What follows belongs to an exercise in optimizing a design on an open flow for small area, a short achievable clock period and few clock cycles; a production flow would make more cautious choices. Only simulation tests tie the RTL to the original design; equivalence was not proved. Power and IR drop assume default switching activity.

## cache_controller
module cache_controller (
    input wire clk,
    input wire reset,
    input wire        cpu_re,
    input wire        cpu_we,
    input wire [15:0] cpu_addr,
    input wire [31:0] cpu_wdata,
    output wire [31:0] cpu_rdata,
    output reg         ready,
    output wire        mem_re,
    output wire        mem_we,
    output wire [13:0] mem_addr,
    output wire [31:0] mem_wdata,
    input  wire [31:0] mem_rdata
);
==> flow/config.mk <==
export PLATFORM = sky130hd
export DESIGN_NAME = cache_controller
export DESIGN_NICKNAME = cache_controller
export VERILOG_FILES = /design/flow/design.v
export SDC_FILE = /design/flow/constraint.sdc
export NUM_CORES = 4
export LEC_CHECK = 0
export CAP_MARGIN = 20
export CORE_MARGIN = 2
export CORE_UTILIZATION = 46
export CTS_BUF_LIST = sky130_fd_sc_hd__clkbuf_16
export CTS_CLUSTER_DIAMETER = 60
export CTS_CLUSTER_SIZE = 20
export PLACE_DENSITY = 0.62
export SETUP_SLACK_MARGIN = 4.0
export SLEW_MARGIN = 20
export SYNTH_HIERARCHICAL = 1
export TNS_END_PERCENT = 5
==> flow/constraint.sdc <==
create_clock -name core_clock -period 10.0 [get_ports {clk}]
set_input_delay 2.0000 -clock core_clock [delete_from_list [all_inputs] [get_ports {clk}]]
set_output_delay 2.0000 -clock core_clock [all_outputs]
set_load 0.01 [all_outputs]
run.sh (not shown) runs the stock make flow with config.mk's settings and CLKGATE_MAP_FILE= SYNTH_SCRIPT=/design/flow/synth_recipe.tcl, a recipe that flattens the netlist after the stock synthesis.
Testbench counts at the start, summed over its fixed seeds: cycles 32,000.
Edit:
Settings changed: CORE_UTILIZATION 46 to 40, CTS_CLUSTER_SIZE 20 to 24, PLACE_DENSITY 0.62 to 0.6.
Outcome: The changed run finished clean; utilization fell by 6.9 points; worst hold slack is better by 0.013 ns; total power rose by 0.75%; design area is about the same; routed wire length falls by 0.58%; worst setup slack gains 0.13 ns; non-clock buffer count drops by 136; clock-buffer cell count came out lower by 10.


Setup of lane 1:
The RTL this note starts from:
==> flow/design.v <==
module Cache (
    input  wire [639:0] tag_all,    
    input  wire [63:0]  valid,
    input  wire [9:0]   t,
    input  wire [3:0]   s,
    input  wire         re,         
    output wire [3:0]   hitw,
    output wire         mem_re
);
  wire [63:0] m;
  genvar q, j;
  generate
    for (q = 0; q < 64; q = q + 1) begin : mt
      wire [3:0] sq = q / 4;
      assign m[q] = valid[q] && tag_all[q*10 +: 10] == t && s == sq;
    end
    for (j = 0; j < 4; j = j + 1) begin : way
      wire [15:0] mw;
      for (q = 0; q < 16; q = q + 1) begin : st
        assign mw[q] = m[q*4+j];
      end
      assign hitw[j] = |mw;
    end
  endgenerate
  assign mem_re = re && !(|hitw);
endmodule
module cache_controller (
    input wire clk,
    input wire reset,
    input wire        cpu_re,
    input wire        cpu_we,
    input wire [15:0] cpu_addr,
    input wire [31:0] cpu_wdata,
    output wire [31:0] cpu_rdata,
    output reg         ready,
    output wire        mem_re,
    output wire        mem_we,
    output wire [13:0] mem_addr,
    output wire [31:0] mem_wdata,
    input  wire [31:0] mem_rdata
);
  localparam LINES = 64;
  function [6:0] inc7(input [6:0] a);
    integer n;
    begin
      for (n = 0; n < 7; n = n + 1)
        inc7[n] = a[n] ^ (&(a | ~({7{1'b1}} >> (7 - n))));
    end
  endfunction
  function lt8(input [7:0] a, input [7:0] b);
    integer n;
    reg r;
    begin
      r = 1'b0;
      for (n = 0; n < 8; n = n + 1)
        r = (a[n] ^ b[n]) ? b[n] : r;
      lt8 = r;
    end
  endfunction
  wire [3:0] s = cpu_addr[5:2];
  wire [9:0] t = cpu_addr[15:6];
  wire req = cpu_re | cpu_we;
  reg  [LINES-1:0] V;         
  reg  [LINES-1:0] H;         
  wire [LINES*10-1:0] tag_all;
  wire [LINES*7-1:0]  u_all;
  wire [LINES*32-1:0] data_all;
  reg        odd_v;
  reg  [5:0] odd_line;
  reg        fill_pend;
  reg  [5:0] fill_line;
  reg  [31:0] rdata_q;
  reg        rsel_mem;
  reg        p_v;             
  reg  [3:0] p_s;             
  reg  [3:0] p_w;             
  reg        p_hit;           
  reg        p_inv;           
  reg  [31:0] p_c;            
  reg  [31:0] cmin_q;         
  integer k;
  genvar i, j, q;
  function [15:0] dec16(input [3:0] a);
    integer n;
    begin
      for (n = 0; n < 16; n = n + 1) dec16[n] = (a == n);
    end
  endfunction
  function [63:0] dec64(input [5:0] a);
    integer n;
    begin
      for (n = 0; n < 64; n = n + 1) dec64[n] = (a == n);
    end
  endfunction
  wire [15:0] dec = dec16(s);
  wire [3:0] hitw;
  wire       mem_re_hit;
  Cache hit_unit (
      .tag_all(tag_all),
      .valid(V),
      .t(t),
      .s(s),
      .re(cpu_re && !reset),
      .hitw(hitw),
      .mem_re(mem_re_hit)
  );
  wire hit = |hitw;
  wire miss = !hit;
  reg  [27:0] su;
  reg  [3:0]  sh;
  always @(*) begin
    su = 28'd0;
    sh = 4'd0;
    for (k = 0; k < 16; k = k + 1) begin
      su = su | ({28{dec[k]}} & u_all[k*28 +: 28]);
      sh = sh | ({4{dec[k]}} & H[k*4 +: 4]);
    end
  end
  wire [7:0] nc [0:3];        
  wire [7:0] cs [0:3];        
  wire same = p_v && s == p_s;
  generate
    for (j = 0; j < 4; j = j + 1) begin : sway
      wire [7:0] stored = {sh[j] ? su[j*7 +: 7] : 7'd0, odd_v && odd_line == {s, j[1:0]}};
      assign cs[j] = same ? nc[j] : (p_v && !p_hit) ? 8'd0 : stored;
    end
  endgenerate
  reg  [7:0] pold;
  always @(*) begin
    pold = 8'd0;
    for (k = 0; k < 4; k = k + 1)
      if (p_w[k]) pold = pold | p_c[k*8 +: 8];
    if (p_inv) pold = 8'd0;
  end
  wire [6:0] u_new = (p_hit || pold[0]) ? inc7(pold[7:1]) : pold[7:1];
  wire       lsb_new = p_hit ? pold[0] : ~pold[0];
  wire [7:0] x [0:3];
  generate
    for (j = 0; j < 4; j = j + 1) begin : xway
      wire [7:0] pcj = p_c[j*8 +: 8];
      assign x[j] = p_w[j] ? {inc7(pcj[7:1]), pcj[0]} : pcj;
      assign nc[j] = p_hit ? x[j] : p_w[j] ? {u_new, lsb_new} : 8'd0;
    end
  endgenerate
  wire lt10 = lt8(x[1], x[0]);
  wire lt20 = lt8(x[2], x[0]);
  wire lt30 = lt8(x[3], x[0]);
  wire lt21 = lt8(x[2], x[1]);
  wire lt31 = lt8(x[3], x[1]);
  wire lt32 = lt8(x[3], x[2]);
  wire [3:0] hmin;
  assign hmin[0] = !lt10 && !lt20 && !lt30;
  assign hmin[1] = lt10 && !lt21 && !lt31;
  assign hmin[2] = lt20 && lt21 && !lt32;
  assign hmin[3] = !hmin[0] && !hmin[1] && !hmin[2];
  wire v0_wraps = !p_inv && p_c[7:0] == 8'hff;
  wire [3:0] mmin = (p_w[0] && !v0_wraps) ? 4'b0010 : 4'b0001;
  wire [3:0] pmin = p_hit ? hmin : mmin;
  wire [1:0] pmin_enc = {pmin[3] | pmin[2], pmin[3] | pmin[1]};
  wire [15:0] pdec = dec16(p_s);
  wire [LINES-1:0] psel;
  generate
    for (i = 0; i < LINES; i = i + 1) begin : pl
      assign psel[i] = p_v && pdec[i/4] && p_w[i%4];
    end
  endgenerate
  wire [3:0] sv = V[s*4 +: 4];
  wire [1:0] cm_enc = same ? pmin_enc : cmin_q[s*2 +: 2];
  wire [3:0] cmin = {cm_enc == 2'd3, cm_enc == 2'd2, cm_enc == 2'd1, cm_enc == 2'd0};
  wire [3:0] vict = !sv[0] ? 4'b0001 :
                    !sv[1] ? 4'b0010 :
                    !sv[2] ? 4'b0100 :
                    !sv[3] ? 4'b1000 : cmin;
  wire [3:0] wsel = hit ? hitw : vict;       
  wire [1:0] wenc = {wsel[3] | wsel[2], wsel[3] | wsel[1]};
  wire [5:0] line = {s, wenc};
  wire data_wr = cpu_we;                      
  wire fill_do = fill_pend && !data_wr;
  wire [31:0] wbus = data_wr ? cpu_wdata : mem_rdata;
  wire [LINES-1:0] fdec = dec64(fill_line);
  reg  [31:0] rd_arr;
  reg         fwd;
  always @(*) begin
    rd_arr = 32'd0;
    fwd = 1'b0;
    for (k = 0; k < LINES; k = k + 1) begin
      rd_arr = rd_arr | ({32{dec[k/4] & hitw[k%4]}} & data_all[k*32 +: 32]);
      fwd = fwd | (dec[k/4] & hitw[k%4] & fdec[k]);
    end
  end
  wire [31:0] rd = (fwd && fill_pend) ? mem_rdata : rd_arr;
  wire [LINES-1:0] sel;
  generate
    for (i = 0; i < LINES; i = i + 1) begin : ln
      reg [9:0]  tg;
      reg [6:0]  u;
      reg [31:0] d;
      assign sel[i] = req && dec[i/4] && wsel[i%4];
      always @(posedge clk) begin
        if (sel[i] && miss) tg <= t;
        if (psel[i]) u <= u_new;
        if ((sel[i] && data_wr) || (fill_do && fdec[i])) d <= wbus;
      end
      assign tag_all[i*10 +: 10] = tg;
      assign u_all[i*7 +: 7] = u;
      assign data_all[i*32 +: 32] = d;
    end
  endgenerate
  always @(posedge clk or posedge reset) begin
    if (reset) V <= {LINES{1'b0}};
    else if (req && miss) V <= V | sel;
  end
  always @(posedge clk) begin
    if (p_v) H <= p_hit ? (H | psel) : psel;
    if (p_v && !p_hit) odd_line <= {p_s, p_w[3] | p_w[2], p_w[3] | p_w[1]};
    if (req) begin
      p_s   <= s;
      p_w   <= wsel;
      p_hit <= hit;
      p_inv <= !(|(wsel & sv));
      p_c   <= {cs[3], cs[2], cs[1], cs[0]};
    end
    if (req && miss) cmin_q <= 32'd0;
    else if (p_v) cmin_q[p_s*2 +: 2] <= pmin_enc;
  end
  always @(posedge clk or posedge reset) begin
    if (reset) begin
      odd_v     <= 1'b0;
      fill_pend <= 1'b0;
      ready     <= 1'b0;
      p_v       <= 1'b0;
    end else begin
      ready <= req;
      p_v   <= req;
      if (p_v && !p_hit) odd_v <= lsb_new;
      if (cpu_re && miss) fill_pend <= 1'b1;
      else if (fill_do || (data_wr && line == fill_line)) fill_pend <= 1'b0;
    end
  end
  always @(posedge clk) begin
    if (cpu_re && miss) fill_line <= line;
    rdata_q  <= rd;
    rsel_mem <= cpu_re && miss;
  end
  assign cpu_rdata = rsel_mem ? mem_rdata : rdata_q;
  assign mem_re    = mem_re_hit;
  assign mem_we    = cpu_we && !reset;
  assign mem_addr  = cpu_addr[15:2];
  assign mem_wdata = cpu_wdata;
endmodule
export LEC_CHECK = 0
export CAP_MARGIN = 20
export CORE_MARGIN = 2
export CORE_UTILIZATION = 40
export CTS_BUF_LIST = sky130_fd_sc_hd__clkbuf_16
export CTS_CLUSTER_DIAMETER = 60
export CTS_CLUSTER_SIZE = 20
export PLACE_DENSITY = 0.6
export SETUP_SLACK_MARGIN = 4.0
export SLEW_MARGIN = 20
export TNS_END_PERCENT = 5
create_clock -name core_clock -period 10.0 [get_ports {clk}]
Testbench counts of lane 1, summed over its fixed seeds: cycles 32,000.
## Diff of input files: lane 2 against lane 1
Settings: SYNTH_HIERARCHICAL newly set to 1.
## What came out
Diff lane 1 -> lane 2: clock tree cell share of total cell area essentially unchanged; via count of the first global-routing pass fell by 2.7%; post-route met1 wirelength higher; maximum operating frequency down about 4%; adder-cell share of the synthesized area flat.
Changes observed in lane 2 relative to lane 1: count of antenna-violating nets left after detailed routing held, cell area lower, slack of the critical path went down 290 ps.
Re fraction of cell area in non-clock buffers: lane 1 and lane 2 aren't equal, and the higher value belongs to lane 1.
Relative to lane 1, the share of the final layout cell area in sequential cells of lane 2 is higher by 0.40 points.
The highest-delay cell along the critical path comes out nor3_2 in one run and nor4_2 in the other, namely in lane 1 and lane 2 respectively.

[re-timing with driven ports]
How much do the figures lean on ideal ports? The routed layouts below were timed once more, with nothing changed but the port constraints.
Step 1, drivers: a clkbuf_16 drives clk and a buf_2 each remaining input, both assumed.
Step 2 moves the port delays by t, midway between the first and last clock arrival at a register: inputs arrive t later, outputs are due t later. That takes back most of the time a late clock gives input paths.
a / b / c = no drivers / after step 1 / after step 2; a / b = the first two.
| run | t (ns) | slack for setup (ns) | hold WS [ns] | clock arrival spread, ns |
|---|---|---|---|---|
| the first run of note 1 | 1.013 | 3.583 / 3.307 / 2.570 | 0.457 / 0.457 / 0.457 | 0.070 / 0.070 |
| the second run of note 1 | 1.026 | 3.717 / 3.504 / 2.795 | 0.471 / 0.471 / 0.471 | 0.134 / 0.135 |
| lane 1 | 1.033 | 3.491 / 3.229 / 2.640 | 0.465 / 0.465 / 0.465 | 0.137 / 0.136 |
| lane 2 | 1.041 | 3.204 / 3.028 / 2.122 | 0.478 / 0.478 / 0.478 | 0.090 / 0.090 |
After both steps every run listed still meets setup and hold. For lane 2, which loses most, drivers alone change the setup slack by -0.176 ns; drivers and shift together by -1.082 ns.
